Context: an optimization exercise on an open-source flow, tuned for small area and a short achievable clock period. The choices shown serve that exercise and are no tape-out recipe. No functional check of the RTL was part of any run shown here. No activity file was given, so power comes from the tool's default toggle rates.

===== flow/config.mk =====
export PLATFORM = sky130hd
export DESIGN_NAME = fir_3tap
export DESIGN_NICKNAME = fir_3tap
export VERILOG_FILES = /design/flow/design.v
export SDC_FILE = /design/flow/constraint.sdc
export NUM_CORES = 4
export LEC_CHECK = 0
export CAP_MARGIN = 20
export CORE_MARGIN = 2
export CORE_UTILIZATION = 40
export CTS_BUF_LIST = sky130_fd_sc_hd__clkbuf_8
export SLEW_MARGIN = 20
export SYNTH_HIERARCHICAL = 1
export SYNTH_MINIMUM_KEEP_SIZE = 0

===== flow/constraint.sdc =====
create_clock -name core_clock -period 12.5 [get_ports {clk}]
set_input_delay 2.5000 -clock core_clock [delete_from_list [all_inputs] [get_ports {clk}]]
set_output_delay 2.5000 -clock core_clock [all_outputs]
set_load 0.01 [all_outputs]

===== flow/design.v =====
module full_adder(output sum,
                  output carry_out,
                  input x,
                  input y,
                  input carry_in);
assign sum = x ^ y ^ carry_in;
assign carry_out = (x & y) | (x & carry_in) | (y & carry_in);
endmodule
module g_and2(output y, input a, input b);
assign y = a & b;
endmodule
module g_aoi21(output y, input a, input b, input c);
assign y = ~((a & b) | c);
endmodule
module g_inv(output y, input a);
assign y = ~a;
endmodule
module g_nand2(output y, input a, input b);
assign y = ~(a & b);
endmodule
module g_nor2(output y, input a, input b);
assign y = ~(a | b);
endmodule
module g_oai21(output y, input a, input b, input c);
assign y = ~((a | b) & c);
endmodule
module g_or2(output y, input a, input b);
assign y = a | b;
endmodule
module g_xnor2(output y, input a, input b);
assign y = ~(a ^ b);
endmodule
module g_xor2(output y, input a, input b);
assign y = a ^ b;
endmodule
module half_adder_n(output sum_n,
                    output carry_n,
                    input a_n,
                    input b_n);
xnor_n xs(sum_n, a_n, b_n);
or_n oc(carry_n, a_n, b_n);
endmodule
module xnor_n(output y, input a, input b);
assign y = ~(a ^ b);
endmodule
module or_n(output y, input a, input b);
assign y = a | b;
endmodule
module fir_3tap (input clk,
                 input [7:0] Xin,
                 input [7:0] H0,
                 input [7:0] H1,
                 input [7:0] H2,
                 output reg [15:0] Yout);
reg [15:0] Q1n, Q2n;
wire t2_p0_0 = ~(Xin[0] & H2[0]);
wire t2_p0_1 = ~(Xin[0] & H2[1]);
wire t2_p0_2 = ~(Xin[0] & H2[2]);
wire t2_p0_3 = ~(Xin[0] & H2[3]);
wire t2_p0_4 = ~(Xin[0] & H2[4]);
wire t2_p0_5 = ~(Xin[0] & H2[5]);
wire t2_p0_6 = ~(Xin[0] & H2[6]);
wire t2_p0_7 = ~(Xin[0] & H2[7]);
wire t2_p1_0 = ~(Xin[1] & H2[0]);
wire t2_p1_1 = ~(Xin[1] & H2[1]);
wire t2_p1_2 = ~(Xin[1] & H2[2]);
wire t2_p1_3 = ~(Xin[1] & H2[3]);
wire t2_p1_4 = ~(Xin[1] & H2[4]);
wire t2_p1_5 = ~(Xin[1] & H2[5]);
wire t2_p1_6 = ~(Xin[1] & H2[6]);
wire t2_p1_7 = ~(Xin[1] & H2[7]);
wire t2_p2_0 = ~(Xin[2] & H2[0]);
wire t2_p2_1 = ~(Xin[2] & H2[1]);
wire t2_p2_2 = ~(Xin[2] & H2[2]);
wire t2_p2_3 = ~(Xin[2] & H2[3]);
wire t2_p2_4 = ~(Xin[2] & H2[4]);
wire t2_p2_5 = ~(Xin[2] & H2[5]);
wire t2_p2_6 = ~(Xin[2] & H2[6]);
wire t2_p2_7 = ~(Xin[2] & H2[7]);
wire t2_p3_0 = ~(Xin[3] & H2[0]);
wire t2_p3_1 = ~(Xin[3] & H2[1]);
wire t2_p3_2 = ~(Xin[3] & H2[2]);
wire t2_p3_3 = ~(Xin[3] & H2[3]);
wire t2_p3_4 = ~(Xin[3] & H2[4]);
wire t2_p3_5 = ~(Xin[3] & H2[5]);
wire t2_p3_6 = ~(Xin[3] & H2[6]);
wire t2_p3_7 = ~(Xin[3] & H2[7]);
wire t2_p4_0 = ~(Xin[4] & H2[0]);
wire t2_p4_1 = ~(Xin[4] & H2[1]);
wire t2_p4_2 = ~(Xin[4] & H2[2]);
wire t2_p4_3 = ~(Xin[4] & H2[3]);
wire t2_p4_4 = ~(Xin[4] & H2[4]);
wire t2_p4_5 = ~(Xin[4] & H2[5]);
wire t2_p4_6 = ~(Xin[4] & H2[6]);
wire t2_p4_7 = ~(Xin[4] & H2[7]);
wire t2_p5_0 = ~(Xin[5] & H2[0]);
wire t2_p5_1 = ~(Xin[5] & H2[1]);
wire t2_p5_2 = ~(Xin[5] & H2[2]);
wire t2_p5_3 = ~(Xin[5] & H2[3]);
wire t2_p5_4 = ~(Xin[5] & H2[4]);
wire t2_p5_5 = ~(Xin[5] & H2[5]);
wire t2_p5_6 = ~(Xin[5] & H2[6]);
wire t2_p5_7 = ~(Xin[5] & H2[7]);
wire t2_p6_0 = ~(Xin[6] & H2[0]);
wire t2_p6_1 = ~(Xin[6] & H2[1]);
wire t2_p6_2 = ~(Xin[6] & H2[2]);
wire t2_p6_3 = ~(Xin[6] & H2[3]);
wire t2_p6_4 = ~(Xin[6] & H2[4]);
wire t2_p6_5 = ~(Xin[6] & H2[5]);
wire t2_p6_6 = ~(Xin[6] & H2[6]);
wire t2_p6_7 = ~(Xin[6] & H2[7]);
wire t2_p7_0 = ~(Xin[7] & H2[0]);
wire t2_p7_1 = ~(Xin[7] & H2[1]);
wire t2_p7_2 = ~(Xin[7] & H2[2]);
wire t2_p7_3 = ~(Xin[7] & H2[3]);
wire t2_p7_4 = ~(Xin[7] & H2[4]);
wire t2_p7_5 = ~(Xin[7] & H2[5]);
wire t2_p7_6 = ~(Xin[7] & H2[6]);
wire t2_p7_7 = ~(Xin[7] & H2[7]);
wire t2_s0, t2_c0;
half_adder_n t2_ha1 (t2_s0, t2_c0, t2_p0_6, t2_p1_5);
wire t2_s1, t2_c1;
full_adder t2_fa2 (t2_s1, t2_c1, t2_p0_7, t2_p1_6, t2_p2_5);
wire t2_s2, t2_c2;
half_adder_n t2_ha3 (t2_s2, t2_c2, t2_p3_4, t2_p4_3);
wire t2_s3, t2_c3;
full_adder t2_fa4 (t2_s3, t2_c3, t2_p1_7, t2_p2_6, t2_p3_5);
wire t2_s4, t2_c4;
half_adder_n t2_ha5 (t2_s4, t2_c4, t2_p4_4, t2_p5_3);
wire t2_s5, t2_c5;
full_adder t2_fa6 (t2_s5, t2_c5, t2_p2_7, t2_p3_6, t2_p4_5);
wire t2_s6, t2_c6;
half_adder_n t2_ha7 (t2_s6, t2_c6, t2_p0_4, t2_p1_3);
wire t2_s7, t2_c7;
full_adder t2_fa8 (t2_s7, t2_c7, t2_p0_5, t2_p1_4, t2_p2_3);
wire t2_s8, t2_c8;
half_adder_n t2_ha9 (t2_s8, t2_c8, t2_p3_2, t2_p4_1);
wire t2_s9, t2_c9;
full_adder t2_fa10 (t2_s9, t2_c9, t2_p2_4, t2_p3_3, t2_p4_2);
wire t2_s10, t2_c10;
full_adder t2_fa11 (t2_s10, t2_c10, t2_p5_1, t2_p6_0, t2_s0);
wire t2_s11, t2_c11;
full_adder t2_fa12 (t2_s11, t2_c11, t2_p5_2, t2_p6_1, t2_p7_0);
wire t2_s12, t2_c12;
full_adder t2_fa13 (t2_s12, t2_c12, t2_c0, t2_s2, t2_s1);
wire t2_s13, t2_c13;
full_adder t2_fa14 (t2_s13, t2_c13, t2_p6_2, t2_p7_1, t2_c2);
wire t2_s14, t2_c14;
full_adder t2_fa15 (t2_s14, t2_c14, t2_s4, t2_c1, t2_s3);
wire t2_s15, t2_c15;
full_adder t2_fa16 (t2_s15, t2_c15, t2_p5_4, t2_p6_3, t2_p7_2);
wire t2_s16, t2_c16;
full_adder t2_fa17 (t2_s16, t2_c16, t2_c4, t2_c3, t2_s5);
wire t2_s17, t2_c17;
full_adder t2_fa18 (t2_s17, t2_c17, t2_p3_7, t2_p4_6, t2_p5_5);
wire t2_s18, t2_c18;
full_adder t2_fa19 (t2_s18, t2_c18, t2_p6_4, t2_p7_3, t2_c5);
wire t2_s19, t2_c19;
full_adder t2_fa20 (t2_s19, t2_c19, t2_p4_7, t2_p5_6, t2_p6_5);
wire t2_s20, t2_c20;
half_adder_n t2_ha21 (t2_s20, t2_c20, t2_p0_3, t2_p1_2);
wire t2_s21, t2_c21;
full_adder t2_fa22 (t2_s21, t2_c21, t2_p2_2, t2_p3_1, t2_p4_0);
wire t2_s22, t2_c22;
full_adder t2_fa23 (t2_s22, t2_c22, t2_p5_0, t2_c6, t2_s8);
wire t2_s23, t2_c23;
full_adder t2_fa24 (t2_s23, t2_c23, t2_c8, t2_c7, t2_s9);
wire t2_s24, t2_c24;
full_adder t2_fa25 (t2_s24, t2_c24, t2_c9, t2_s11, t2_c10);
wire t2_s25, t2_c25;
full_adder t2_fa26 (t2_s25, t2_c25, t2_c11, t2_s13, t2_c12);
wire t2_s26, t2_c26;
full_adder t2_fa27 (t2_s26, t2_c26, t2_s15, t2_c13, t2_c14);
wire t2_s27, t2_c27;
full_adder t2_fa28 (t2_s27, t2_c27, t2_c15, t2_s17, t2_c16);
wire t2_s28, t2_c28;
full_adder t2_fa29 (t2_s28, t2_c28, t2_p7_4, t2_c17, t2_s19);
wire t2_s29, t2_c29;
full_adder t2_fa30 (t2_s29, t2_c29, t2_p5_7, t2_p6_6, t2_p7_5);
wire t2_s30, t2_c30;
half_adder_n t2_ha31 (t2_s30, t2_c30, t2_p0_2, t2_p1_1);
wire t2_s31, t2_c31;
full_adder t2_fa32 (t2_s31, t2_c31, t2_p2_1, t2_p3_0, t2_s20);
wire t2_s32, t2_c32;
full_adder t2_fa33 (t2_s32, t2_c32, t2_c20, t2_s6, t2_s21);
wire t2_s33, t2_c33;
full_adder t2_fa34 (t2_s33, t2_c33, t2_c21, t2_s7, t2_s22);
wire t2_s34, t2_c34;
full_adder t2_fa35 (t2_s34, t2_c34, t2_c22, t2_s10, t2_s23);
wire t2_s35, t2_c35;
full_adder t2_fa36 (t2_s35, t2_c35, t2_c23, t2_s12, t2_s24);
wire t2_s36, t2_c36;
full_adder t2_fa37 (t2_s36, t2_c36, t2_s14, t2_c24, t2_s25);
wire t2_s37, t2_c37;
full_adder t2_fa38 (t2_s37, t2_c37, t2_s16, t2_c25, t2_s26);
wire t2_s38, t2_c38;
full_adder t2_fa39 (t2_s38, t2_c38, t2_s18, t2_c26, t2_s27);
wire t2_s39, t2_c39;
full_adder t2_fa40 (t2_s39, t2_c39, t2_c18, t2_s28, t2_c27);
wire t2_s40, t2_c40;
full_adder t2_fa41 (t2_s40, t2_c40, t2_c19, t2_s29, t2_c28);
wire t2_s41, t2_c41;
full_adder t2_fa42 (t2_s41, t2_c41, t2_p6_7, t2_p7_6, t2_c29);
wire n1;
g_nor2 u1 (n1, t2_p0_1, t2_p1_0);
wire n2;
g_nand2 u2 (n2, t2_p0_1, t2_p1_0);
wire n3;
g_nand2 u3 (n3, n1, n2);
wire n4;
g_or2 u4 (n4, t2_s30, t2_p2_0);
wire n5;
g_and2 u5 (n5, t2_s30, t2_p2_0);
wire n6;
g_aoi21 u6 (n6, n4, n3, n5);
wire n7;
g_nor2 u7 (n7, t2_c30, t2_s31);
wire n8;
g_nand2 u8 (n8, t2_c30, t2_s31);
wire n9;
g_oai21 u9 (n9, n7, n6, n8);
wire n10;
g_or2 u10 (n10, t2_c31, t2_s32);
wire n11;
g_and2 u11 (n11, t2_c31, t2_s32);
wire n12;
g_aoi21 u12 (n12, n10, n9, n11);
wire n13;
g_nor2 u13 (n13, t2_c32, t2_s33);
wire n14;
g_nand2 u14 (n14, t2_c32, t2_s33);
wire n15;
g_oai21 u15 (n15, n13, n12, n14);
wire n16;
g_or2 u16 (n16, t2_c33, t2_s34);
wire n17;
g_and2 u17 (n17, t2_c33, t2_s34);
wire n18;
g_aoi21 u18 (n18, n16, n15, n17);
wire n19;
g_nor2 u19 (n19, t2_c34, t2_s35);
wire n20;
g_nand2 u20 (n20, t2_c34, t2_s35);
wire n21;
g_oai21 u21 (n21, n19, n18, n20);
wire n22;
g_nor2 u22 (n22, t2_c36, t2_s37);
wire n23;
g_nand2 u23 (n23, t2_c35, t2_s36);
wire n24;
g_nand2 u24 (n24, t2_c36, t2_s37);
wire n25;
g_oai21 u25 (n25, n22, n23, n24);
wire n26;
g_nor2 u26 (n26, t2_c35, t2_s36);
wire n27;
g_nor2 u27 (n27, n22, n26);
wire n28;
g_nor2 u28 (n28, t2_c38, t2_s39);
wire n29;
g_nand2 u29 (n29, t2_c37, t2_s38);
wire n30;
g_nand2 u30 (n30, t2_c38, t2_s39);
wire n31;
g_oai21 u31 (n31, n28, n29, n30);
wire n32;
g_nor2 u32 (n32, t2_c37, t2_s38);
wire n33;
g_nor2 u33 (n33, n28, n32);
wire n34;
g_nor2 u34 (n34, t2_c40, t2_s41);
wire n35;
g_nand2 u35 (n35, t2_c39, t2_s40);
wire n36;
g_nand2 u36 (n36, t2_c40, t2_s41);
wire n37;
g_oai21 u37 (n37, n34, n35, n36);
wire n38;
g_nor2 u38 (n38, t2_c39, t2_s40);
wire n39;
g_nor2 u39 (n39, n34, n38);
wire n40;
g_aoi21 u40 (n40, n27, n21, n25);
wire n41;
g_or2 u41 (n41, t2_c34, t2_s35);
wire n42;
g_nand2 u42 (n42, n27, n41);
wire n43;
g_aoi21 u43 (n43, n39, n31, n37);
wire n44;
g_nand2 u44 (n44, n39, n33);
wire n45;
g_oai21 u45 (n45, n44, n40, n43);
wire n46;
g_nor2 u46 (n46, n44, n42);
wire n47;
g_inv u47 (n47, n33);
wire n48;
g_inv u48 (n48, n31);
wire n49;
g_oai21 u49 (n49, n47, n40, n48);
wire n50;
g_inv u50 (n50, n33);
wire n51;
g_nor2 u51 (n51, n50, n42);
wire n52;
g_or2 u52 (n52, t2_c35, t2_s36);
wire n53;
g_and2 u53 (n53, t2_c35, t2_s36);
wire n54;
g_aoi21 u54 (n54, n52, n21, n53);
wire n55;
g_nand2 u55 (n55, n52, n41);
wire n56;
g_oai21 u56 (n56, n32, n40, n29);
wire n57;
g_nor2 u57 (n57, n32, n42);
wire n58;
g_or2 u58 (n58, t2_c39, t2_s40);
wire n59;
g_and2 u59 (n59, t2_c39, t2_s40);
wire n60;
g_aoi21 u60 (n60, n58, n49, n59);
wire n61;
g_nand2 u61 (n61, n58, n51);
wire n62;
g_or2 u62 (n62, t2_c41, t2_p7_7);
wire n63;
g_and2 u63 (n63, t2_c41, t2_p7_7);
wire n64;
g_aoi21 u64 (n64, n62, n45, n63);
wire n65;
g_nand2 u65 (n65, n62, n46);
wire n66;
g_xnor2 u66 (n66, t2_p0_1, t2_p1_0);
wire n67;
g_xor2 u67 (n67, t2_s30, t2_p2_0);
wire n68;
g_xor2 u68 (n68, n67, n3);
wire n69;
g_xor2 u69 (n69, t2_c30, t2_s31);
wire n70;
g_xnor2 u70 (n70, n69, n6);
wire n71;
g_xor2 u71 (n71, t2_c31, t2_s32);
wire n72;
g_xor2 u72 (n72, n71, n9);
wire n73;
g_xor2 u73 (n73, t2_c32, t2_s33);
wire n74;
g_xnor2 u74 (n74, n73, n12);
wire n75;
g_xor2 u75 (n75, t2_c33, t2_s34);
wire n76;
g_xor2 u76 (n76, n75, n15);
wire n77;
g_xor2 u77 (n77, t2_c34, t2_s35);
wire n78;
g_xnor2 u78 (n78, n77, n18);
wire n79;
g_xor2 u79 (n79, t2_c35, t2_s36);
wire n80;
g_xor2 u80 (n80, n79, n21);
wire n81;
g_xor2 u81 (n81, t2_c36, t2_s37);
wire n82;
g_xnor2 u82 (n82, n81, n54);
wire n83;
g_xor2 u83 (n83, t2_c37, t2_s38);
wire n84;
g_xnor2 u84 (n84, n83, n40);
wire n85;
g_xor2 u85 (n85, t2_c38, t2_s39);
wire n86;
g_xor2 u86 (n86, n85, n56);
wire n87;
g_xor2 u87 (n87, t2_c39, t2_s40);
wire n88;
g_xor2 u88 (n88, n87, n49);
wire n89;
g_xor2 u89 (n89, t2_c40, t2_s41);
wire n90;
g_xnor2 u90 (n90, n89, n60);
wire n91;
g_xor2 u91 (n91, t2_c41, t2_p7_7);
wire n92;
g_xor2 u92 (n92, n91, n45);
wire n93;
g_inv u93 (n93, n64);
wire [15:0] t2_sn = {n93, n92, n90, n88, n86, n84, n82, n80, n78, n76, n74, n72, n70, n68, n66, t2_p0_0};
wire t1_p0_0 = ~(Xin[0] & H1[0]);
wire t1_p0_1 = ~(Xin[0] & H1[1]);
wire t1_p0_2 = ~(Xin[0] & H1[2]);
wire t1_p0_3 = ~(Xin[0] & H1[3]);
wire t1_p0_4 = ~(Xin[0] & H1[4]);
wire t1_p0_5 = ~(Xin[0] & H1[5]);
wire t1_p0_6 = ~(Xin[0] & H1[6]);
wire t1_p0_7 = ~(Xin[0] & H1[7]);
wire t1_p1_0 = ~(Xin[1] & H1[0]);
wire t1_p1_1 = ~(Xin[1] & H1[1]);
wire t1_p1_2 = ~(Xin[1] & H1[2]);
wire t1_p1_3 = ~(Xin[1] & H1[3]);
wire t1_p1_4 = ~(Xin[1] & H1[4]);
wire t1_p1_5 = ~(Xin[1] & H1[5]);
wire t1_p1_6 = ~(Xin[1] & H1[6]);
wire t1_p1_7 = ~(Xin[1] & H1[7]);
wire t1_p2_0 = ~(Xin[2] & H1[0]);
wire t1_p2_1 = ~(Xin[2] & H1[1]);
wire t1_p2_2 = ~(Xin[2] & H1[2]);
wire t1_p2_3 = ~(Xin[2] & H1[3]);
wire t1_p2_4 = ~(Xin[2] & H1[4]);
wire t1_p2_5 = ~(Xin[2] & H1[5]);
wire t1_p2_6 = ~(Xin[2] & H1[6]);
wire t1_p2_7 = ~(Xin[2] & H1[7]);
wire t1_p3_0 = ~(Xin[3] & H1[0]);
wire t1_p3_1 = ~(Xin[3] & H1[1]);
wire t1_p3_2 = ~(Xin[3] & H1[2]);
wire t1_p3_3 = ~(Xin[3] & H1[3]);
wire t1_p3_4 = ~(Xin[3] & H1[4]);
wire t1_p3_5 = ~(Xin[3] & H1[5]);
wire t1_p3_6 = ~(Xin[3] & H1[6]);
wire t1_p3_7 = ~(Xin[3] & H1[7]);
wire t1_p4_0 = ~(Xin[4] & H1[0]);
wire t1_p4_1 = ~(Xin[4] & H1[1]);
wire t1_p4_2 = ~(Xin[4] & H1[2]);
wire t1_p4_3 = ~(Xin[4] & H1[3]);
wire t1_p4_4 = ~(Xin[4] & H1[4]);
wire t1_p4_5 = ~(Xin[4] & H1[5]);
wire t1_p4_6 = ~(Xin[4] & H1[6]);
wire t1_p4_7 = ~(Xin[4] & H1[7]);
wire t1_p5_0 = ~(Xin[5] & H1[0]);
wire t1_p5_1 = ~(Xin[5] & H1[1]);
wire t1_p5_2 = ~(Xin[5] & H1[2]);
wire t1_p5_3 = ~(Xin[5] & H1[3]);
wire t1_p5_4 = ~(Xin[5] & H1[4]);
wire t1_p5_5 = ~(Xin[5] & H1[5]);
wire t1_p5_6 = ~(Xin[5] & H1[6]);
wire t1_p5_7 = ~(Xin[5] & H1[7]);
wire t1_p6_0 = ~(Xin[6] & H1[0]);
wire t1_p6_1 = ~(Xin[6] & H1[1]);
wire t1_p6_2 = ~(Xin[6] & H1[2]);
wire t1_p6_3 = ~(Xin[6] & H1[3]);
wire t1_p6_4 = ~(Xin[6] & H1[4]);
wire t1_p6_5 = ~(Xin[6] & H1[5]);
wire t1_p6_6 = ~(Xin[6] & H1[6]);
wire t1_p6_7 = ~(Xin[6] & H1[7]);
wire t1_p7_0 = ~(Xin[7] & H1[0]);
wire t1_p7_1 = ~(Xin[7] & H1[1]);
wire t1_p7_2 = ~(Xin[7] & H1[2]);
wire t1_p7_3 = ~(Xin[7] & H1[3]);
wire t1_p7_4 = ~(Xin[7] & H1[4]);
wire t1_p7_5 = ~(Xin[7] & H1[5]);
wire t1_p7_6 = ~(Xin[7] & H1[6]);
wire t1_p7_7 = ~(Xin[7] & H1[7]);
wire t1_s0, t1_c0;
half_adder_n t1_ha1 (t1_s0, t1_c0, Q1n[5], t1_p0_5);
wire t1_s1, t1_c1;
full_adder t1_fa2 (t1_s1, t1_c1, Q1n[6], t1_p0_6, t1_p1_5);
wire t1_s2, t1_c2;
half_adder_n t1_ha3 (t1_s2, t1_c2, t1_p2_4, t1_p3_3);
wire t1_s3, t1_c3;
full_adder t1_fa4 (t1_s3, t1_c3, Q1n[7], t1_p0_7, t1_p1_6);
wire t1_s4, t1_c4;
full_adder t1_fa5 (t1_s4, t1_c4, t1_p2_5, t1_p3_4, t1_p4_3);
wire t1_s5, t1_c5;
half_adder_n t1_ha6 (t1_s5, t1_c5, t1_p5_2, t1_p6_1);
wire t1_s6, t1_c6;
full_adder t1_fa7 (t1_s6, t1_c6, Q1n[8], t1_p1_7, t1_p2_6);
wire t1_s7, t1_c7;
full_adder t1_fa8 (t1_s7, t1_c7, t1_p3_5, t1_p4_4, t1_p5_3);
wire t1_s8, t1_c8;
half_adder_n t1_ha9 (t1_s8, t1_c8, t1_p6_2, t1_p7_1);
wire t1_s9, t1_c9;
full_adder t1_fa10 (t1_s9, t1_c9, Q1n[9], t1_p2_7, t1_p3_6);
wire t1_s10, t1_c10;
full_adder t1_fa11 (t1_s10, t1_c10, t1_p4_5, t1_p5_4, t1_p6_3);
wire t1_s11, t1_c11;
full_adder t1_fa12 (t1_s11, t1_c11, Q1n[10], t1_p3_7, t1_p4_6);
wire t1_s12, t1_c12;
half_adder_n t1_ha13 (t1_s12, t1_c12, Q1n[3], t1_p0_3);
wire t1_s13, t1_c13;
full_adder t1_fa14 (t1_s13, t1_c13, Q1n[4], t1_p0_4, t1_p1_3);
wire t1_s14, t1_c14;
half_adder_n t1_ha15 (t1_s14, t1_c14, t1_p2_2, t1_p3_1);
wire t1_s15, t1_c15;
full_adder t1_fa16 (t1_s15, t1_c15, t1_p1_4, t1_p2_3, t1_p3_2);
wire t1_s16, t1_c16;
full_adder t1_fa17 (t1_s16, t1_c16, t1_p4_1, t1_p5_0, t1_s0);
wire t1_s17, t1_c17;
full_adder t1_fa18 (t1_s17, t1_c17, t1_p4_2, t1_p5_1, t1_p6_0);
wire t1_s18, t1_c18;
full_adder t1_fa19 (t1_s18, t1_c18, t1_c0, t1_s2, t1_s1);
wire t1_s19, t1_c19;
full_adder t1_fa20 (t1_s19, t1_c19, t1_p7_0, t1_c2, t1_s5);
wire t1_s20, t1_c20;
full_adder t1_fa21 (t1_s20, t1_c20, t1_c1, t1_s3, t1_s4);
wire t1_s21, t1_c21;
full_adder t1_fa22 (t1_s21, t1_c21, t1_c5, t1_s8, t1_c3);
wire t1_s22, t1_c22;
full_adder t1_fa23 (t1_s22, t1_c22, t1_c4, t1_s6, t1_s7);
wire t1_s23, t1_c23;
full_adder t1_fa24 (t1_s23, t1_c23, t1_p7_2, t1_c8, t1_c6);
wire t1_s24, t1_c24;
full_adder t1_fa25 (t1_s24, t1_c24, t1_c7, t1_s10, t1_s9);
wire t1_s25, t1_c25;
full_adder t1_fa26 (t1_s25, t1_c25, t1_p5_5, t1_p6_4, t1_p7_3);
wire t1_s26, t1_c26;
full_adder t1_fa27 (t1_s26, t1_c26, t1_c10, t1_c9, t1_s11);
wire t1_s27, t1_c27;
full_adder t1_fa28 (t1_s27, t1_c27, Q1n[11], t1_p4_7, t1_p5_6);
wire t1_s28, t1_c28;
full_adder t1_fa29 (t1_s28, t1_c28, t1_p6_5, t1_p7_4, t1_c11);
wire t1_s29, t1_c29;
full_adder t1_fa30 (t1_s29, t1_c29, Q1n[12], t1_p5_7, t1_p6_6);
wire t1_s30, t1_c30;
half_adder_n t1_ha31 (t1_s30, t1_c30, Q1n[2], t1_p0_2);
wire t1_s31, t1_c31;
full_adder t1_fa32 (t1_s31, t1_c31, t1_p1_2, t1_p2_1, t1_p3_0);
wire t1_s32, t1_c32;
full_adder t1_fa33 (t1_s32, t1_c32, t1_p4_0, t1_c12, t1_s14);
wire t1_s33, t1_c33;
full_adder t1_fa34 (t1_s33, t1_c33, t1_c14, t1_c13, t1_s15);
wire t1_s34, t1_c34;
full_adder t1_fa35 (t1_s34, t1_c34, t1_c15, t1_s17, t1_c16);
wire t1_s35, t1_c35;
full_adder t1_fa36 (t1_s35, t1_c35, t1_c17, t1_s19, t1_c18);
wire t1_s36, t1_c36;
full_adder t1_fa37 (t1_s36, t1_c36, t1_c19, t1_c20, t1_s21);
wire t1_s37, t1_c37;
full_adder t1_fa38 (t1_s37, t1_c37, t1_c21, t1_c22, t1_s23);
wire t1_s38, t1_c38;
full_adder t1_fa39 (t1_s38, t1_c38, t1_s25, t1_c23, t1_c24);
wire t1_s39, t1_c39;
full_adder t1_fa40 (t1_s39, t1_c39, t1_c25, t1_s27, t1_c26);
wire t1_s40, t1_c40;
full_adder t1_fa41 (t1_s40, t1_c40, t1_p7_5, t1_c27, t1_s29);
wire t1_s41, t1_c41;
full_adder t1_fa42 (t1_s41, t1_c41, Q1n[13], t1_p6_7, t1_p7_6);
wire t1_s42, t1_c42;
half_adder_n t1_ha43 (t1_s42, t1_c42, Q1n[1], t1_p0_1);
wire t1_s43, t1_c43;
full_adder t1_fa44 (t1_s43, t1_c43, t1_p1_1, t1_p2_0, t1_s30);
wire t1_s44, t1_c44;
full_adder t1_fa45 (t1_s44, t1_c44, t1_c30, t1_s12, t1_s31);
wire t1_s45, t1_c45;
full_adder t1_fa46 (t1_s45, t1_c45, t1_c31, t1_s13, t1_s32);
wire t1_s46, t1_c46;
full_adder t1_fa47 (t1_s46, t1_c46, t1_c32, t1_s16, t1_s33);
wire t1_s47, t1_c47;
full_adder t1_fa48 (t1_s47, t1_c47, t1_c33, t1_s18, t1_s34);
wire t1_s48, t1_c48;
full_adder t1_fa49 (t1_s48, t1_c48, t1_s20, t1_c34, t1_s35);
wire t1_s49, t1_c49;
full_adder t1_fa50 (t1_s49, t1_c49, t1_s22, t1_c35, t1_s36);
wire t1_s50, t1_c50;
full_adder t1_fa51 (t1_s50, t1_c50, t1_s24, t1_c36, t1_s37);
wire t1_s51, t1_c51;
full_adder t1_fa52 (t1_s51, t1_c51, t1_s26, t1_c37, t1_s38);
wire t1_s52, t1_c52;
full_adder t1_fa53 (t1_s52, t1_c52, t1_s28, t1_c38, t1_s39);
wire t1_s53, t1_c53;
full_adder t1_fa54 (t1_s53, t1_c53, t1_c28, t1_s40, t1_c39);
wire t1_s54, t1_c54;
full_adder t1_fa55 (t1_s54, t1_c54, t1_c29, t1_s41, t1_c40);
wire t1_s55, t1_c55;
full_adder t1_fa56 (t1_s55, t1_c55, Q1n[14], t1_p7_7, t1_c41);
wire n94;
g_nor2 u94 (n94, t1_s42, t1_p1_0);
wire n95;
g_nor2 u95 (n95, Q1n[0], t1_p0_0);
wire n96;
g_nand2 u96 (n96, t1_s42, t1_p1_0);
wire n97;
g_oai21 u97 (n97, n94, n95, n96);
wire n98;
g_or2 u98 (n98, t1_c42, t1_s43);
wire n99;
g_and2 u99 (n99, t1_c42, t1_s43);
wire n100;
g_aoi21 u100 (n100, n98, n97, n99);
wire n101;
g_nor2 u101 (n101, t1_c43, t1_s44);
wire n102;
g_nand2 u102 (n102, t1_c43, t1_s44);
wire n103;
g_oai21 u103 (n103, n101, n100, n102);
wire n104;
g_or2 u104 (n104, t1_c44, t1_s45);
wire n105;
g_and2 u105 (n105, t1_c44, t1_s45);
wire n106;
g_aoi21 u106 (n106, n104, n103, n105);
wire n107;
g_nor2 u107 (n107, t1_c45, t1_s46);
wire n108;
g_nand2 u108 (n108, t1_c45, t1_s46);
wire n109;
g_oai21 u109 (n109, n107, n106, n108);
wire n110;
g_or2 u110 (n110, t1_c46, t1_s47);
wire n111;
g_and2 u111 (n111, t1_c46, t1_s47);
wire n112;
g_aoi21 u112 (n112, n110, n109, n111);
wire n113;
g_nor2 u113 (n113, t1_c47, t1_s48);
wire n114;
g_nand2 u114 (n114, t1_c47, t1_s48);
wire n115;
g_oai21 u115 (n115, n113, n112, n114);
wire n116;
g_nor2 u116 (n116, t1_c49, t1_s50);
wire n117;
g_nand2 u117 (n117, t1_c48, t1_s49);
wire n118;
g_nand2 u118 (n118, t1_c49, t1_s50);
wire n119;
g_oai21 u119 (n119, n116, n117, n118);
wire n120;
g_nor2 u120 (n120, t1_c48, t1_s49);
wire n121;
g_nor2 u121 (n121, n116, n120);
wire n122;
g_nor2 u122 (n122, t1_c51, t1_s52);
wire n123;
g_nand2 u123 (n123, t1_c50, t1_s51);
wire n124;
g_nand2 u124 (n124, t1_c51, t1_s52);
wire n125;
g_oai21 u125 (n125, n122, n123, n124);
wire n126;
g_nor2 u126 (n126, t1_c50, t1_s51);
wire n127;
g_nor2 u127 (n127, n122, n126);
wire n128;
g_nor2 u128 (n128, t1_c53, t1_s54);
wire n129;
g_nand2 u129 (n129, t1_c52, t1_s53);
wire n130;
g_nand2 u130 (n130, t1_c53, t1_s54);
wire n131;
g_oai21 u131 (n131, n128, n129, n130);
wire n132;
g_nor2 u132 (n132, t1_c52, t1_s53);
wire n133;
g_nor2 u133 (n133, n128, n132);
wire n134;
g_aoi21 u134 (n134, n121, n115, n119);
wire n135;
g_or2 u135 (n135, t1_c47, t1_s48);
wire n136;
g_nand2 u136 (n136, n121, n135);
wire n137;
g_aoi21 u137 (n137, n133, n125, n131);
wire n138;
g_nand2 u138 (n138, n133, n127);
wire n139;
g_oai21 u139 (n139, n138, n134, n137);
wire n140;
g_nor2 u140 (n140, n138, n136);
wire n141;
g_inv u141 (n141, n127);
wire n142;
g_inv u142 (n142, n125);
wire n143;
g_oai21 u143 (n143, n141, n134, n142);
wire n144;
g_inv u144 (n144, n127);
wire n145;
g_nor2 u145 (n145, n144, n136);
wire n146;
g_or2 u146 (n146, t1_c48, t1_s49);
wire n147;
g_and2 u147 (n147, t1_c48, t1_s49);
wire n148;
g_aoi21 u148 (n148, n146, n115, n147);
wire n149;
g_nand2 u149 (n149, n146, n135);
wire n150;
g_oai21 u150 (n150, n126, n134, n123);
wire n151;
g_nor2 u151 (n151, n126, n136);
wire n152;
g_or2 u152 (n152, t1_c52, t1_s53);
wire n153;
g_and2 u153 (n153, t1_c52, t1_s53);
wire n154;
g_aoi21 u154 (n154, n152, n143, n153);
wire n155;
g_nand2 u155 (n155, n152, n145);
wire n156;
g_or2 u156 (n156, t1_c54, t1_s55);
wire n157;
g_and2 u157 (n157, t1_c54, t1_s55);
wire n158;
g_aoi21 u158 (n158, n156, n139, n157);
wire n159;
g_nand2 u159 (n159, n156, n140);
wire n160;
g_xnor2 u160 (n160, Q1n[0], t1_p0_0);
wire n161;
g_xor2 u161 (n161, t1_s42, t1_p1_0);
wire n162;
g_xnor2 u162 (n162, n161, n95);
wire n163;
g_xor2 u163 (n163, t1_c42, t1_s43);
wire n164;
g_xor2 u164 (n164, n163, n97);
wire n165;
g_xor2 u165 (n165, t1_c43, t1_s44);
wire n166;
g_xnor2 u166 (n166, n165, n100);
wire n167;
g_xor2 u167 (n167, t1_c44, t1_s45);
wire n168;
g_xor2 u168 (n168, n167, n103);
wire n169;
g_xor2 u169 (n169, t1_c45, t1_s46);
wire n170;
g_xnor2 u170 (n170, n169, n106);
wire n171;
g_xor2 u171 (n171, t1_c46, t1_s47);
wire n172;
g_xor2 u172 (n172, n171, n109);
wire n173;
g_xor2 u173 (n173, t1_c47, t1_s48);
wire n174;
g_xnor2 u174 (n174, n173, n112);
wire n175;
g_xor2 u175 (n175, t1_c48, t1_s49);
wire n176;
g_xor2 u176 (n176, n175, n115);
wire n177;
g_xor2 u177 (n177, t1_c49, t1_s50);
wire n178;
g_xnor2 u178 (n178, n177, n148);
wire n179;
g_xor2 u179 (n179, t1_c50, t1_s51);
wire n180;
g_xnor2 u180 (n180, n179, n134);
wire n181;
g_xor2 u181 (n181, t1_c51, t1_s52);
wire n182;
g_xor2 u182 (n182, n181, n150);
wire n183;
g_xor2 u183 (n183, t1_c52, t1_s53);
wire n184;
g_xor2 u184 (n184, n183, n143);
wire n185;
g_xor2 u185 (n185, t1_c53, t1_s54);
wire n186;
g_xnor2 u186 (n186, n185, n154);
wire n187;
g_xor2 u187 (n187, t1_c54, t1_s55);
wire n188;
g_xor2 u188 (n188, n187, n139);
wire n189;
g_xor2 u189 (n189, t1_c55, Q1n[15]);
wire n190;
g_xnor2 u190 (n190, n189, n158);
wire [15:0] t1_sn = {n190, n188, n186, n184, n182, n180, n178, n176, n174, n172, n170, n168, n166, n164, n162, n160};
wire t0_p0_0 = ~(Xin[0] & H0[0]);
wire t0_p0_1 = ~(Xin[0] & H0[1]);
wire t0_p0_2 = ~(Xin[0] & H0[2]);
wire t0_p0_3 = ~(Xin[0] & H0[3]);
wire t0_p0_4 = ~(Xin[0] & H0[4]);
wire t0_p0_5 = ~(Xin[0] & H0[5]);
wire t0_p0_6 = ~(Xin[0] & H0[6]);
wire t0_p0_7 = ~(Xin[0] & H0[7]);
wire t0_p1_0 = ~(Xin[1] & H0[0]);
wire t0_p1_1 = ~(Xin[1] & H0[1]);
wire t0_p1_2 = ~(Xin[1] & H0[2]);
wire t0_p1_3 = ~(Xin[1] & H0[3]);
wire t0_p1_4 = ~(Xin[1] & H0[4]);
wire t0_p1_5 = ~(Xin[1] & H0[5]);
wire t0_p1_6 = ~(Xin[1] & H0[6]);
wire t0_p1_7 = ~(Xin[1] & H0[7]);
wire t0_p2_0 = ~(Xin[2] & H0[0]);
wire t0_p2_1 = ~(Xin[2] & H0[1]);
wire t0_p2_2 = ~(Xin[2] & H0[2]);
wire t0_p2_3 = ~(Xin[2] & H0[3]);
wire t0_p2_4 = ~(Xin[2] & H0[4]);
wire t0_p2_5 = ~(Xin[2] & H0[5]);
wire t0_p2_6 = ~(Xin[2] & H0[6]);
wire t0_p2_7 = ~(Xin[2] & H0[7]);
wire t0_p3_0 = ~(Xin[3] & H0[0]);
wire t0_p3_1 = ~(Xin[3] & H0[1]);
wire t0_p3_2 = ~(Xin[3] & H0[2]);
wire t0_p3_3 = ~(Xin[3] & H0[3]);
wire t0_p3_4 = ~(Xin[3] & H0[4]);
wire t0_p3_5 = ~(Xin[3] & H0[5]);
wire t0_p3_6 = ~(Xin[3] & H0[6]);
wire t0_p3_7 = ~(Xin[3] & H0[7]);
wire t0_p4_0 = ~(Xin[4] & H0[0]);
wire t0_p4_1 = ~(Xin[4] & H0[1]);
wire t0_p4_2 = ~(Xin[4] & H0[2]);
wire t0_p4_3 = ~(Xin[4] & H0[3]);
wire t0_p4_4 = ~(Xin[4] & H0[4]);
wire t0_p4_5 = ~(Xin[4] & H0[5]);
wire t0_p4_6 = ~(Xin[4] & H0[6]);
wire t0_p4_7 = ~(Xin[4] & H0[7]);
wire t0_p5_0 = ~(Xin[5] & H0[0]);
wire t0_p5_1 = ~(Xin[5] & H0[1]);
wire t0_p5_2 = ~(Xin[5] & H0[2]);
wire t0_p5_3 = ~(Xin[5] & H0[3]);
wire t0_p5_4 = ~(Xin[5] & H0[4]);
wire t0_p5_5 = ~(Xin[5] & H0[5]);
wire t0_p5_6 = ~(Xin[5] & H0[6]);
wire t0_p5_7 = ~(Xin[5] & H0[7]);
wire t0_p6_0 = ~(Xin[6] & H0[0]);
wire t0_p6_1 = ~(Xin[6] & H0[1]);
wire t0_p6_2 = ~(Xin[6] & H0[2]);
wire t0_p6_3 = ~(Xin[6] & H0[3]);
wire t0_p6_4 = ~(Xin[6] & H0[4]);
wire t0_p6_5 = ~(Xin[6] & H0[5]);
wire t0_p6_6 = ~(Xin[6] & H0[6]);
wire t0_p6_7 = ~(Xin[6] & H0[7]);
wire t0_p7_0 = ~(Xin[7] & H0[0]);
wire t0_p7_1 = ~(Xin[7] & H0[1]);
wire t0_p7_2 = ~(Xin[7] & H0[2]);
wire t0_p7_3 = ~(Xin[7] & H0[3]);
wire t0_p7_4 = ~(Xin[7] & H0[4]);
wire t0_p7_5 = ~(Xin[7] & H0[5]);
wire t0_p7_6 = ~(Xin[7] & H0[6]);
wire t0_p7_7 = ~(Xin[7] & H0[7]);
wire t0_s0, t0_c0;
half_adder_n t0_ha1 (t0_s0, t0_c0, Q2n[5], t0_p0_5);
wire t0_s1, t0_c1;
full_adder t0_fa2 (t0_s1, t0_c1, Q2n[6], t0_p0_6, t0_p1_5);
wire t0_s2, t0_c2;
half_adder_n t0_ha3 (t0_s2, t0_c2, t0_p2_4, t0_p3_3);
wire t0_s3, t0_c3;
full_adder t0_fa4 (t0_s3, t0_c3, Q2n[7], t0_p0_7, t0_p1_6);
wire t0_s4, t0_c4;
full_adder t0_fa5 (t0_s4, t0_c4, t0_p2_5, t0_p3_4, t0_p4_3);
wire t0_s5, t0_c5;
half_adder_n t0_ha6 (t0_s5, t0_c5, t0_p5_2, t0_p6_1);
wire t0_s6, t0_c6;
full_adder t0_fa7 (t0_s6, t0_c6, Q2n[8], t0_p1_7, t0_p2_6);
wire t0_s7, t0_c7;
full_adder t0_fa8 (t0_s7, t0_c7, t0_p3_5, t0_p4_4, t0_p5_3);
wire t0_s8, t0_c8;
half_adder_n t0_ha9 (t0_s8, t0_c8, t0_p6_2, t0_p7_1);
wire t0_s9, t0_c9;
full_adder t0_fa10 (t0_s9, t0_c9, Q2n[9], t0_p2_7, t0_p3_6);
wire t0_s10, t0_c10;
full_adder t0_fa11 (t0_s10, t0_c10, t0_p4_5, t0_p5_4, t0_p6_3);
wire t0_s11, t0_c11;
full_adder t0_fa12 (t0_s11, t0_c11, Q2n[10], t0_p3_7, t0_p4_6);
wire t0_s12, t0_c12;
half_adder_n t0_ha13 (t0_s12, t0_c12, Q2n[3], t0_p0_3);
wire t0_s13, t0_c13;
full_adder t0_fa14 (t0_s13, t0_c13, Q2n[4], t0_p0_4, t0_p1_3);
wire t0_s14, t0_c14;
half_adder_n t0_ha15 (t0_s14, t0_c14, t0_p2_2, t0_p3_1);
wire t0_s15, t0_c15;
full_adder t0_fa16 (t0_s15, t0_c15, t0_p1_4, t0_p2_3, t0_p3_2);
wire t0_s16, t0_c16;
full_adder t0_fa17 (t0_s16, t0_c16, t0_p4_1, t0_p5_0, t0_s0);
wire t0_s17, t0_c17;
full_adder t0_fa18 (t0_s17, t0_c17, t0_p4_2, t0_p5_1, t0_p6_0);
wire t0_s18, t0_c18;
full_adder t0_fa19 (t0_s18, t0_c18, t0_c0, t0_s2, t0_s1);
wire t0_s19, t0_c19;
full_adder t0_fa20 (t0_s19, t0_c19, t0_p7_0, t0_c2, t0_s5);
wire t0_s20, t0_c20;
full_adder t0_fa21 (t0_s20, t0_c20, t0_c1, t0_s3, t0_s4);
wire t0_s21, t0_c21;
full_adder t0_fa22 (t0_s21, t0_c21, t0_c5, t0_s8, t0_c3);
wire t0_s22, t0_c22;
full_adder t0_fa23 (t0_s22, t0_c22, t0_c4, t0_s6, t0_s7);
wire t0_s23, t0_c23;
full_adder t0_fa24 (t0_s23, t0_c23, t0_p7_2, t0_c8, t0_c6);
wire t0_s24, t0_c24;
full_adder t0_fa25 (t0_s24, t0_c24, t0_c7, t0_s10, t0_s9);
wire t0_s25, t0_c25;
full_adder t0_fa26 (t0_s25, t0_c25, t0_p5_5, t0_p6_4, t0_p7_3);
wire t0_s26, t0_c26;
full_adder t0_fa27 (t0_s26, t0_c26, t0_c10, t0_c9, t0_s11);
wire t0_s27, t0_c27;
full_adder t0_fa28 (t0_s27, t0_c27, Q2n[11], t0_p4_7, t0_p5_6);
wire t0_s28, t0_c28;
full_adder t0_fa29 (t0_s28, t0_c28, t0_p6_5, t0_p7_4, t0_c11);
wire t0_s29, t0_c29;
full_adder t0_fa30 (t0_s29, t0_c29, Q2n[12], t0_p5_7, t0_p6_6);
wire t0_s30, t0_c30;
half_adder_n t0_ha31 (t0_s30, t0_c30, Q2n[2], t0_p0_2);
wire t0_s31, t0_c31;
full_adder t0_fa32 (t0_s31, t0_c31, t0_p1_2, t0_p2_1, t0_p3_0);
wire t0_s32, t0_c32;
full_adder t0_fa33 (t0_s32, t0_c32, t0_p4_0, t0_c12, t0_s14);
wire t0_s33, t0_c33;
full_adder t0_fa34 (t0_s33, t0_c33, t0_c14, t0_c13, t0_s15);
wire t0_s34, t0_c34;
full_adder t0_fa35 (t0_s34, t0_c34, t0_c15, t0_s17, t0_c16);
wire t0_s35, t0_c35;
full_adder t0_fa36 (t0_s35, t0_c35, t0_c17, t0_s19, t0_c18);
wire t0_s36, t0_c36;
full_adder t0_fa37 (t0_s36, t0_c36, t0_c19, t0_c20, t0_s21);
wire t0_s37, t0_c37;
full_adder t0_fa38 (t0_s37, t0_c37, t0_c21, t0_c22, t0_s23);
wire t0_s38, t0_c38;
full_adder t0_fa39 (t0_s38, t0_c38, t0_s25, t0_c23, t0_c24);
wire t0_s39, t0_c39;
full_adder t0_fa40 (t0_s39, t0_c39, t0_c25, t0_s27, t0_c26);
wire t0_s40, t0_c40;
full_adder t0_fa41 (t0_s40, t0_c40, t0_p7_5, t0_c27, t0_s29);
wire t0_s41, t0_c41;
full_adder t0_fa42 (t0_s41, t0_c41, Q2n[13], t0_p6_7, t0_p7_6);
wire t0_s42, t0_c42;
half_adder_n t0_ha43 (t0_s42, t0_c42, Q2n[1], t0_p0_1);
wire t0_s43, t0_c43;
full_adder t0_fa44 (t0_s43, t0_c43, t0_p1_1, t0_p2_0, t0_s30);
wire t0_s44, t0_c44;
full_adder t0_fa45 (t0_s44, t0_c44, t0_c30, t0_s12, t0_s31);
wire t0_s45, t0_c45;
full_adder t0_fa46 (t0_s45, t0_c45, t0_c31, t0_s13, t0_s32);
wire t0_s46, t0_c46;
full_adder t0_fa47 (t0_s46, t0_c46, t0_c32, t0_s16, t0_s33);
wire t0_s47, t0_c47;
full_adder t0_fa48 (t0_s47, t0_c47, t0_c33, t0_s18, t0_s34);
wire t0_s48, t0_c48;
full_adder t0_fa49 (t0_s48, t0_c48, t0_s20, t0_c34, t0_s35);
wire t0_s49, t0_c49;
full_adder t0_fa50 (t0_s49, t0_c49, t0_s22, t0_c35, t0_s36);
wire t0_s50, t0_c50;
full_adder t0_fa51 (t0_s50, t0_c50, t0_s24, t0_c36, t0_s37);
wire t0_s51, t0_c51;
full_adder t0_fa52 (t0_s51, t0_c51, t0_s26, t0_c37, t0_s38);
wire t0_s52, t0_c52;
full_adder t0_fa53 (t0_s52, t0_c52, t0_s28, t0_c38, t0_s39);
wire t0_s53, t0_c53;
full_adder t0_fa54 (t0_s53, t0_c53, t0_c28, t0_s40, t0_c39);
wire t0_s54, t0_c54;
full_adder t0_fa55 (t0_s54, t0_c54, t0_c29, t0_s41, t0_c40);
wire t0_s55, t0_c55;
full_adder t0_fa56 (t0_s55, t0_c55, Q2n[14], t0_p7_7, t0_c41);
wire n191;
g_nor2 u191 (n191, t0_s42, t0_p1_0);
wire n192;
g_nor2 u192 (n192, Q2n[0], t0_p0_0);
wire n193;
g_nand2 u193 (n193, t0_s42, t0_p1_0);
wire n194;
g_oai21 u194 (n194, n191, n192, n193);
wire n195;
g_or2 u195 (n195, t0_c42, t0_s43);
wire n196;
g_and2 u196 (n196, t0_c42, t0_s43);
wire n197;
g_aoi21 u197 (n197, n195, n194, n196);
wire n198;
g_nor2 u198 (n198, t0_c43, t0_s44);
wire n199;
g_nand2 u199 (n199, t0_c43, t0_s44);
wire n200;
g_oai21 u200 (n200, n198, n197, n199);
wire n201;
g_or2 u201 (n201, t0_c44, t0_s45);
wire n202;
g_and2 u202 (n202, t0_c44, t0_s45);
wire n203;
g_aoi21 u203 (n203, n201, n200, n202);
wire n204;
g_nor2 u204 (n204, t0_c45, t0_s46);
wire n205;
g_nand2 u205 (n205, t0_c45, t0_s46);
wire n206;
g_oai21 u206 (n206, n204, n203, n205);
wire n207;
g_or2 u207 (n207, t0_c46, t0_s47);
wire n208;
g_and2 u208 (n208, t0_c46, t0_s47);
wire n209;
g_aoi21 u209 (n209, n207, n206, n208);
wire n210;
g_nor2 u210 (n210, t0_c47, t0_s48);
wire n211;
g_nand2 u211 (n211, t0_c47, t0_s48);
wire n212;
g_oai21 u212 (n212, n210, n209, n211);
wire n213;
g_nor2 u213 (n213, t0_c49, t0_s50);
wire n214;
g_nand2 u214 (n214, t0_c48, t0_s49);
wire n215;
g_nand2 u215 (n215, t0_c49, t0_s50);
wire n216;
g_oai21 u216 (n216, n213, n214, n215);
wire n217;
g_nor2 u217 (n217, t0_c48, t0_s49);
wire n218;
g_nor2 u218 (n218, n213, n217);
wire n219;
g_nor2 u219 (n219, t0_c51, t0_s52);
wire n220;
g_nand2 u220 (n220, t0_c50, t0_s51);
wire n221;
g_nand2 u221 (n221, t0_c51, t0_s52);
wire n222;
g_oai21 u222 (n222, n219, n220, n221);
wire n223;
g_nor2 u223 (n223, t0_c50, t0_s51);
wire n224;
g_nor2 u224 (n224, n219, n223);
wire n225;
g_nor2 u225 (n225, t0_c53, t0_s54);
wire n226;
g_nand2 u226 (n226, t0_c52, t0_s53);
wire n227;
g_nand2 u227 (n227, t0_c53, t0_s54);
wire n228;
g_oai21 u228 (n228, n225, n226, n227);
wire n229;
g_nor2 u229 (n229, t0_c52, t0_s53);
wire n230;
g_nor2 u230 (n230, n225, n229);
wire n231;
g_aoi21 u231 (n231, n218, n212, n216);
wire n232;
g_or2 u232 (n232, t0_c47, t0_s48);
wire n233;
g_nand2 u233 (n233, n218, n232);
wire n234;
g_aoi21 u234 (n234, n230, n222, n228);
wire n235;
g_nand2 u235 (n235, n230, n224);
wire n236;
g_oai21 u236 (n236, n235, n231, n234);
wire n237;
g_nor2 u237 (n237, n235, n233);
wire n238;
g_inv u238 (n238, n224);
wire n239;
g_inv u239 (n239, n222);
wire n240;
g_oai21 u240 (n240, n238, n231, n239);
wire n241;
g_inv u241 (n241, n224);
wire n242;
g_nor2 u242 (n242, n241, n233);
wire n243;
g_or2 u243 (n243, t0_c48, t0_s49);
wire n244;
g_and2 u244 (n244, t0_c48, t0_s49);
wire n245;
g_aoi21 u245 (n245, n243, n212, n244);
wire n246;
g_nand2 u246 (n246, n243, n232);
wire n247;
g_oai21 u247 (n247, n223, n231, n220);
wire n248;
g_nor2 u248 (n248, n223, n233);
wire n249;
g_or2 u249 (n249, t0_c52, t0_s53);
wire n250;
g_and2 u250 (n250, t0_c52, t0_s53);
wire n251;
g_aoi21 u251 (n251, n249, n240, n250);
wire n252;
g_nand2 u252 (n252, n249, n242);
wire n253;
g_or2 u253 (n253, t0_c54, t0_s55);
wire n254;
g_and2 u254 (n254, t0_c54, t0_s55);
wire n255;
g_aoi21 u255 (n255, n253, n236, n254);
wire n256;
g_nand2 u256 (n256, n253, n237);
wire n257;
g_xor2 u257 (n257, Q2n[0], t0_p0_0);
wire n258;
g_xor2 u258 (n258, t0_s42, t0_p1_0);
wire n259;
g_xor2 u259 (n259, n258, n192);
wire n260;
g_xor2 u260 (n260, t0_c42, t0_s43);
wire n261;
g_xnor2 u261 (n261, n260, n194);
wire n262;
g_xor2 u262 (n262, t0_c43, t0_s44);
wire n263;
g_xor2 u263 (n263, n262, n197);
wire n264;
g_xor2 u264 (n264, t0_c44, t0_s45);
wire n265;
g_xnor2 u265 (n265, n264, n200);
wire n266;
g_xor2 u266 (n266, t0_c45, t0_s46);
wire n267;
g_xor2 u267 (n267, n266, n203);
wire n268;
g_xor2 u268 (n268, t0_c46, t0_s47);
wire n269;
g_xnor2 u269 (n269, n268, n206);
wire n270;
g_xor2 u270 (n270, t0_c47, t0_s48);
wire n271;
g_xor2 u271 (n271, n270, n209);
wire n272;
g_xor2 u272 (n272, t0_c48, t0_s49);
wire n273;
g_xnor2 u273 (n273, n272, n212);
wire n274;
g_xor2 u274 (n274, t0_c49, t0_s50);
wire n275;
g_xor2 u275 (n275, n274, n245);
wire n276;
g_xor2 u276 (n276, t0_c50, t0_s51);
wire n277;
g_xor2 u277 (n277, n276, n231);
wire n278;
g_xor2 u278 (n278, t0_c51, t0_s52);
wire n279;
g_xnor2 u279 (n279, n278, n247);
wire n280;
g_xor2 u280 (n280, t0_c52, t0_s53);
wire n281;
g_xnor2 u281 (n281, n280, n240);
wire n282;
g_xor2 u282 (n282, t0_c53, t0_s54);
wire n283;
g_xor2 u283 (n283, n282, n251);
wire n284;
g_xor2 u284 (n284, t0_c54, t0_s55);
wire n285;
g_xnor2 u285 (n285, n284, n236);
wire n286;
g_xor2 u286 (n286, t0_c55, Q2n[15]);
wire n287;
g_xor2 u287 (n287, n286, n255);
wire [15:0] t0_sn = {n287, n285, n283, n281, n279, n277, n275, n273, n271, n269, n267, n265, n263, n261, n259, n257};
always @(posedge clk) begin
  Q1n  <= t2_sn;
  Q2n  <= t1_sn;
  Yout <= t0_sn;
end
endmodule

===== flow/flow/run.sh =====
#!/bin/bash
# The standard layout (standard.sh), with two changes to how it is made:
# - ports are buffered with buf_1 instead of the default delay buffer;
# - repair_timing aims for 6.8 ns of setup slack instead of 0.
set -euo pipefail
export SETUP_SLACK_MARGIN=6.8
export BUFFER_PORTS_ARGS="-buffer_cell sky130_fd_sc_hd__buf_1"
bash standard.sh > standard.log 2>&1

===== flow/standard.sh =====
#!/bin/bash
# synth_recipe.tcl (not shown) runs the flow's synth.tcl, then flattens the netlist and writes it again
# the make line also repeats each setting of config.mk as NAME=value (left out here)
make -C /OpenROAD-flow-scripts/flow DESIGN_CONFIG=/design/flow/config.mk WORK_HOME=/design/flow/orfs CLKGATE_MAP_FILE= SYNTH_SCRIPT=/design/flow/synth_recipe.tcl "${@:-finish}"

==> results of run 1 <==
==> cells in the final DEF, fill, tap and decap left out, types with 2 or more instances in the layout <==
cell and n:
nor2_2 2, clkbuf_2 13, nor2_1 39, o21ai_1 21
a21oi_2 24, clkinv_2 2, fa_2 7, and2_1 18
buf_4 7, xnor2_1 46, o21ai_2 8, buf_2 5
dfxtp_1 48, fa_1 124, buf_1 30, or2_1 41
buf_8 2, clkbuf_16 2, clkbuf_8 5, nand2_1 226
xor2_1 66, buf_12 4, inv_1 7
==> per-layer routing <==
layer	part of all wire, %	up-vias
met4	0.62	0
met2	48	88
met5	0	-
met3	4.8	8
li1	-	2238
met1	47	2360
==> power breakdown <==
group | switching (uW) | internal [uW] | total (uW)
Sequential | 28.6 | 256 | 285
Clock | 58.8 | 39.2 | 98.0
Combinational | 809 | 754 | 1560
==> per-module statistics from Yosys, one instance, submodules excluded, a selection <==
module      copies in the design  cell area (um^2)
g_oai21                       29              5.00
g_aoi21                       24              8.76
g_and2                        18              6.26
full_adder                   131              20.0
fir_3tap                       1              1960
xnor_n                        23              8.76
g_inv                          7              3.75
g_nand2                       34              3.75
g_or2                         18              6.26
g_xnor2                       23              8.76
g_nor2                        41              3.75
g_xor2                        66              8.76
or_n                          23              6.26
==> layout make-up <==
cell class / instances / share of cell area, %
Multi-Input combinational cell: 622 / 75.2
Sequential cell: 48 / 13.4
Timing Repair Buffer: 64 / 5.96
Tap cell: 216 / 3.78
Clock buffer: 5 / 0.962
Inverter: 7 / 0.367
Clock inverter: 3 / 0.262
==> flip-flops by register name, indices dropped and copies added (netlist names) <==
signal,cells
Q1n,16
Q2n,16
Yout,16
==> kinds of logic after synthesis <==
| family | share of synthesized area [%] |
|---|---|
| AOI/OAI and AO/OA | 5.39 |
| adders and majority gates | 39.8 |
| xor gates and xnor gates | 14.9 |
| buffers and inverters | 4.63 |
| and+or+nand+nor | 20.8 |
| DFF | 14.6 |
==> timing repair <==
action,CTS,global route
gates cloned,0,2
setup buffers,0,6
endpoints found under the hold margin,0,0
setup endpoints to repair,2,14
resized for setup,8,44
pin swaps,0,6
==> stage by stage <==
stage                     cells  hold slack [ns]
after floorplan             717            0.427
after global placement      949            0.454
after detailed placement    949            0.460
after CTS                   957            0.476
after global routing        965            0.490
final                       965            0.461
==> how the worst max path moves through the flow <==
stage	slack, ns	start	to
2_1_floorplan	6.82	H0[5]	Yout[15]$_DFF_P_
3_3_place_gp	6.45	Xin[0]	Yout[15]$_DFF_P_
3_5_place_dp	6.39	Xin[0]	Yout[15]$_DFF_P_
4_1_cts	6.80	Xin[0]	Yout[15]$_DFF_P_
5_1_grt	6.77	H0[1]	Yout[15]$_DFF_P_
6_report	6.93	Xin[0]	Q2n[15]$_DFF_P_
==> critical path, cell delays in order <==
cell and delay [ns]:
buf_2 0.17, buf_12 0.16, nand2_1 0.08, fa_1 0.51, fa_1 0.44, fa_1 0.50
fa_1 0.57, nor2_1 0.07, o21ai_2 0.17, a21oi_2 0.07, buf_4 0.16, o21ai_2 0.18
a21oi_2 0.08, xnor2_1 0.12
==> key figures, run 1 <==
Global route
  • Met1 usage: between 20% and 30%
  • Number of global-route vias before repair: between 4000 and 5000
  • Gr busiest metal: met2
  • Initial antenna violation count: 0
  • First-pass GRT wire length: between 20 and 25 mm
  • Met2 GRT Util: between 20% and 30%
  • GR Util All Layers: 15.5%
  • Largest net degree at the start of global routing: 25
  • GRT met3 Usage: under 10%
  • Grt total ovfl: 0

Layout
  • P&R area growth vs syn: 8.46%
  • Seq. cell area: roughly 960 um^2
  • Multi-input gate area: about 5400 um^2
  • Post-Route Utilization: ~45%
  • Final net count: just over 900
  • Final instance area: 7150 um^2
  • Fraction of layout cells with a size suffix above 1: roughly 11%
  • Fill cells: approximately 1600
  • Ant. Diodes: 0

Yosys
  • Top cells by count, synth: 226 x nand2_1, 131 x fa_1, 66 x xor2_1
  • Gate count of the mapped netlist: approximately 700
  • Flops & latches, synth: between 40 and 50
  • Post-Syn Area per Cell: between 9 and 10 um^2
  • Syn_nets: just under 900
  • Synth async-reset ratio: 0%
  • Post-synthesis sequential area ratio: between 10% and 20%
  • Post-synth top area share: 39.8%
  • Post-synth top flop: dfxtp_1
  • Most numerous cell in the Yosys netlist: nand2_1
  • Yosys cell types: 14
  • Dominant cells by area after synthesis: fa_1 40%, dfxtp_1 15%, nand2_1 13%
  • Post-synth EDFFs: 0
  • Ys Warns: 7
  • Netlist Area Pre-Place: between 6000 and 7000 um^2
  • Area leader, netlist: fa_1

Placed design
  • DP Area: roughly 6800 um^2
  • GPL Wtd Cong: approximately 0.77
  • Hpwl dp: approximately 9.6 mm
  • Port Buffers: 48
  • Place WS: 6.39 ns

Floorplan
  • Cell Rows: 46
  • Core ar.: approximately 16000 um^2
  • Ports: between 40 and 50
  • Die width: 132 um
  • Initial cell density of the core: roughly two fifths
  • Die span in y: 132 um
  • Die Area: 17500 um^2

Detailed routing
  • Drc violations: 0
  • DR vias/cell: between 4 and 5
  • Detail Route Antenna Nets: 0
  • Mean routed wirelength per cell: approximately 13 um
  • Drt pass-1 iters: 4
  • Post-Route WL: 12.7 mm
  • Drt initial violations: approximately 250
  • Routed vias: roughly 4700

STA
  • Slew @ Worst Pin: 0.428 ns
  • Final hold violation count: 0
  • Peak Freq: 179 MHz
  • RSZ-0062 raised after global routing: true
  • Worst Skew: 0.0125 ns
  • Pins over their slew limit: 0
  • Final setup violating endpoints: 0
  • Final worst slack: around 7 ns
  • Relative slew slack: a little under three quarters
  • Fin Setup TNS: 0 ns
  • Period utilization: 44.6%
  • Minimum clock period: about 5.6 ns

Power
  • LEAKAGE: 0.00254 uW
  • VDD IR max: 0.191 mV
  • P per Cell Area: between 200 and 300 nW/um^2
  • Total power: 1950 uW

Worst hold path
  • Hold EP: Q2n[0]$_DFF_P_
  • Worst min-delay path startpoint: Q1n[0]$_DFF_P_
  • Hold Path Class: flop to flop
  • Hold path cells: 1

Worst setup path
  • Worst R2R Start: Q1n[6]$_DFF_P_
  • Flop2flop setup slack: 9.24 ns
  • CP required: roughly 13 ns
  • CP Max Fanout: 12
  • Worst setup SP type: primary input
  • Critical Path Sink Type: flop
  • Kind of critical path: primary input to flop
  • Reg2Reg Depth: 11
  • Data arrival time of the critical path: 5.78 ns
  • R2R Path End: Q2n[15]$_DFF_P_

Clock network
  • CTS tree: done
  • Post-CTS Hold Buffers: 0
  • Clock sink total: 48
  • Clk slew on worst S/H paths: about 0.10 ns
  • Worst-case clock buffer depth: 2
  • Root Driver: clkbuf_8
  • H-Tree Depth: 2
  • Clock latency on the worst-skew pair: 0.32 ns
  • Number of CTS-inserted buffers: 5

Run
  • Max-cap violations: 0

Run status
  • Status: no timing/DRC/antenna violations
==> run 2: changes to the inputs <==
==> flow/flow/run.sh (replaced) <==
#!/bin/bash
# The standard layout (standard.sh), with two changes to how it is made:
# - ports are buffered with buf_1 instead of the default delay buffer;
# - repair_timing aims for 5 ns of setup slack instead of 0.
set -euo pipefail
export SETUP_SLACK_MARGIN=5
export BUFFER_PORTS_ARGS="-buffer_cell sky130_fd_sc_hd__buf_1"
bash standard.sh > standard.log 2>&1
--- a/flow/config.mk
+++ b/flow/config.mk
@@ -9,5 +9,4 @@
 export CORE_MARGIN = 2
 export CORE_UTILIZATION = 40
-export CTS_BUF_LIST = sky130_fd_sc_hd__clkbuf_8
 export SLEW_MARGIN = 20
 export SYNTH_HIERARCHICAL = 1
==> run 2 against run 1 <==
Net effect: final area down 2.1%; count of clock-buffer cells in the layout up 1; critical path depth down 1; die area unchanged; first-iteration DRC count down 17%; area after synthesis unchanged; via count down 2.2%; maximum frequency down 4.7%; core utilization down 0.93 points; worst hold slack worse by 0.0097 ns; sequential share of layout area up 0.29 points; critical endpoint is now Yout[15]$_DFF_P_.
==> key figures, run 2 <==
Run status
  • Status: no timing/DRC/antenna violations

Global route
  • Largest net degree at the start of global routing: 25
  • Grt total ovfl: 0
  • GR Util All Layers: 15.2%
  • First-pass GRT wire length: about 22 mm
  • Initial antenna violation count: 0

Placed design
  • Hpwl dp: about 9.6 mm
  • GPL Wtd Cong: around 0.8
  • DP Area: 6830 um^2
  • Port Buffers: 48

Clock network
  • # resized after CTS: 0
  • Number of CTS-inserted buffers: 5
  • Clock latency on the worst-skew pair: 0.29 ns
  • Root Driver: clkbuf_16
  • H-Tree Depth: 2
  • Clk slew on worst S/H paths: roughly 0.070 ns
  • CTS tree: done
  • Worst-case clock buffer depth: 2

Power
  • LEAKAGE: 0.00245 uW
  • VDD IR max: 0.204 mV
  • P per Cell Area: 271 nW/um^2

Layout
  • Fill cells: 1619
  • Regs by FF count: Q1n x16, Q2n x16, Yout x16
  • Fraction of layout cells with a size suffix above 1: about 5.4%
  • P&R area growth vs syn: 6.20%
  • Leading cell types in the layout, fill and taps excluded: 226 x nand2_1, 131 x fa_1, 66 x xor2_1
  • Final instance area: ~7000 um^2
  • Final net count: ~900
  • Most common cell after layout, fill and taps aside: nand2_1

Detailed routing
  • Drc violations: 0
  • Routed vias: roughly 4600
  • Met1 Routed Length: a little under 6 mm
  • Met2 wire length: 5.80 mm
  • Top Metal Used: met4
  • Post-Route WL: about 12 mm
  • Drt pass-1 iters: 4
  • Routed wl met3: between 500 and 600 um
  • DR vias/cell: approximately 4.8
  • Detail Route Antenna Nets: 0

Floorplan
  • Die width: between 100 and 150 um
  • Cell Rows: 46
  • Initial cell density of the core: between 40 and 50%
  • Ports: 49

Yosys
  • Synth async-reset ratio: 0%
  • Gate count of the mapped netlist: about 700
  • Post-synth top flop: dfxtp_1
  • Adder-cell share of the synthesized area: 39.8%
  • Synth Area in Simple Gates: between 20% and 30%
  • Mux cell area share after synthesis: 0%
  • Synth Area in XOR/XNOR: about 15%
  • Post-Syn Area per Cell: ~9.2 um^2
  • Post-synthesis sequential area ratio: between 10 and 15%
  • Post-synth top area share: between 30% and 40%
  • Area leader, netlist: fa_1
  • Netlist Area Pre-Place: 6600 um^2
  • Ys Warns: 7
  • Post-synth EDFFs: 0
  • Flops & latches, synth: 48

Worst setup path
  • CP Max Fanout: 24
  • Critical Path Sink Type: flop
  • Kind of critical path: primary input to flop

STA
  • Minimum clock period: approximately 5.8 ns
  • Peak Freq: 171 MHz
  • Slew @ Worst Pin: around 0.47 ns
  • Fin Setup TNS: 0 ns
  • Relative slew slack: ~69%
  • RSZ-0062 raised after global routing: false
  • Worst Skew: 0.00428 ns
  • Final setup violating endpoints: 0

Run
  • Max-cap violations: 0

Worst hold path
  • Hold Path Class: flop to flop
## run 2: cell counts after synthesis
Identical to the previous run, type by type.
## run 2: critical path, stage by stage
cell	delay, ns
buf_1	0.06
buf_4	0.28
nand2_1	0.13
fa_1	0.51
fa_1	0.44
fa_1	0.49
fa_1	0.57
nor2_1	0.06
o21ai_1	0.29
a21oi_2	0.15
o21ai_1	0.26
a21oi_2	0.09
xor2_1	0.16
## run 2: kinds of logic after synthesis
group                    count (synthesis)
AO/OA/AOI/OAI                           53
adder cells (fa/ha/maj)                131
buffers and inverters                   47
XOR/XNOR                               112
flip-flops                              48
AND/OR/NAND/NOR                        326
## run 2: cell type report
| type | count | area [um^2] | area share [%] |
|---|---|---|---|
| repair buffers | 56 | 240 | 3.43 |
| multi-input cells | 622 | 5330 | 76.1 |
| flip-flops and latches | 48 | 961 | 13.7 |
| clock inverters | 2 | 38.8 | 0.554 |
| well taps | 216 | 270 | 3.86 |
| clock buffers | 6 | 139 | 1.98 |
| inverters | 7 | 26.3 | 0.375 |
## run 2: worst paths after layout
path                                     start                to  slack [ns]  cells after the start
worst min-delay path            Q2n[0]$_DFF_P_   Yout[0]$_DFF_P_        0.45                      1
worst max-delay path                    Xin[0]  Yout[15]$_DFF_P_        6.65                     13
worst min register to register  Q2n[0]$_DFF_P_   Yout[0]$_DFF_P_        0.45                      1
worst max register to register  Q2n[6]$_DFF_P_  Yout[15]$_DFF_P_        9.10                     10
## run 2: metal layers
layer	vias up	GRT usage [%]
met5	-	0
met4	0	1.73
met3	4	2.45
met2	93	25.3
met1	2283	21.7
li1	2209	-
## run 2: stage by stage
step,utilization (%),hold slack (ns),cells,power (uW)
2_1_floorplan,-,0.427,717,1530
3_3_place_gp,42.7,0.453,949,1730
3_5_place_dp,42.7,0.445,949,1750
4_1_cts,43.8,0.455,957,1930
5_1_grt,43.8,0.490,957,2140
6_report,43.8,0.452,957,1900
## run 2: per-module statistics from Yosys, one instance, submodules excluded, excerpt
| module | cells | flops+latches | times used | area (um^2) |
|---|---|---|---|---|
| g_nand2 | 1 | 0 | 34 | 3.75 |
| g_or2 | 1 | 0 | 18 | 6.26 |
| g_nor2 | 1 | 0 | 41 | 3.75 |
| g_xor2 | 1 | 0 | 66 | 8.76 |
| g_aoi21 | 1 | 0 | 24 | 8.76 |
| fir_3tap | 280 | 48 | 1 | 1960 |
| g_inv | 1 | 0 | 7 | 3.75 |
| xnor_n | 1 | 0 | 23 | 8.76 |
| g_xnor2 | 1 | 0 | 23 | 8.76 |
| full_adder | 1 | 0 | 131 | 20.0 |
| or_n | 1 | 0 | 23 | 6.26 |
| g_and2 | 1 | 0 | 18 | 6.26 |
| g_oai21 | 1 | 0 | 29 | 5.00 |
## run 2: where the power goes
part           internal [uW]  total [uW]  switching (uW)
clock network            100         161            60.8
registers                256         285            28.6
logic                    676        1450             776
total                   1030        1900             866

## port drivers added, routing unchanged
Ports are ideal in the flow. The routed layouts listed here were re-timed in OpenROAD. Step 1 assumes that a clkbuf_16 drives the clock port and a buf_2 every other input. Step 2 also shifts input and output timing later by t, the mid clock arrival at the registers, as if the neighbouring blocks saw the same clock. Three values: no drivers, after step 1, after step 2; two values: the first two.
| run | t, ns | setup WS [ns] |
|---|---|---|
| run 1 | 0.346 | 6.927 / 6.934 / 6.588 |
| run 2 | 0.322 | 6.653 / 6.669 / 6.348 |
After both steps setup and hold are still met in every run listed.
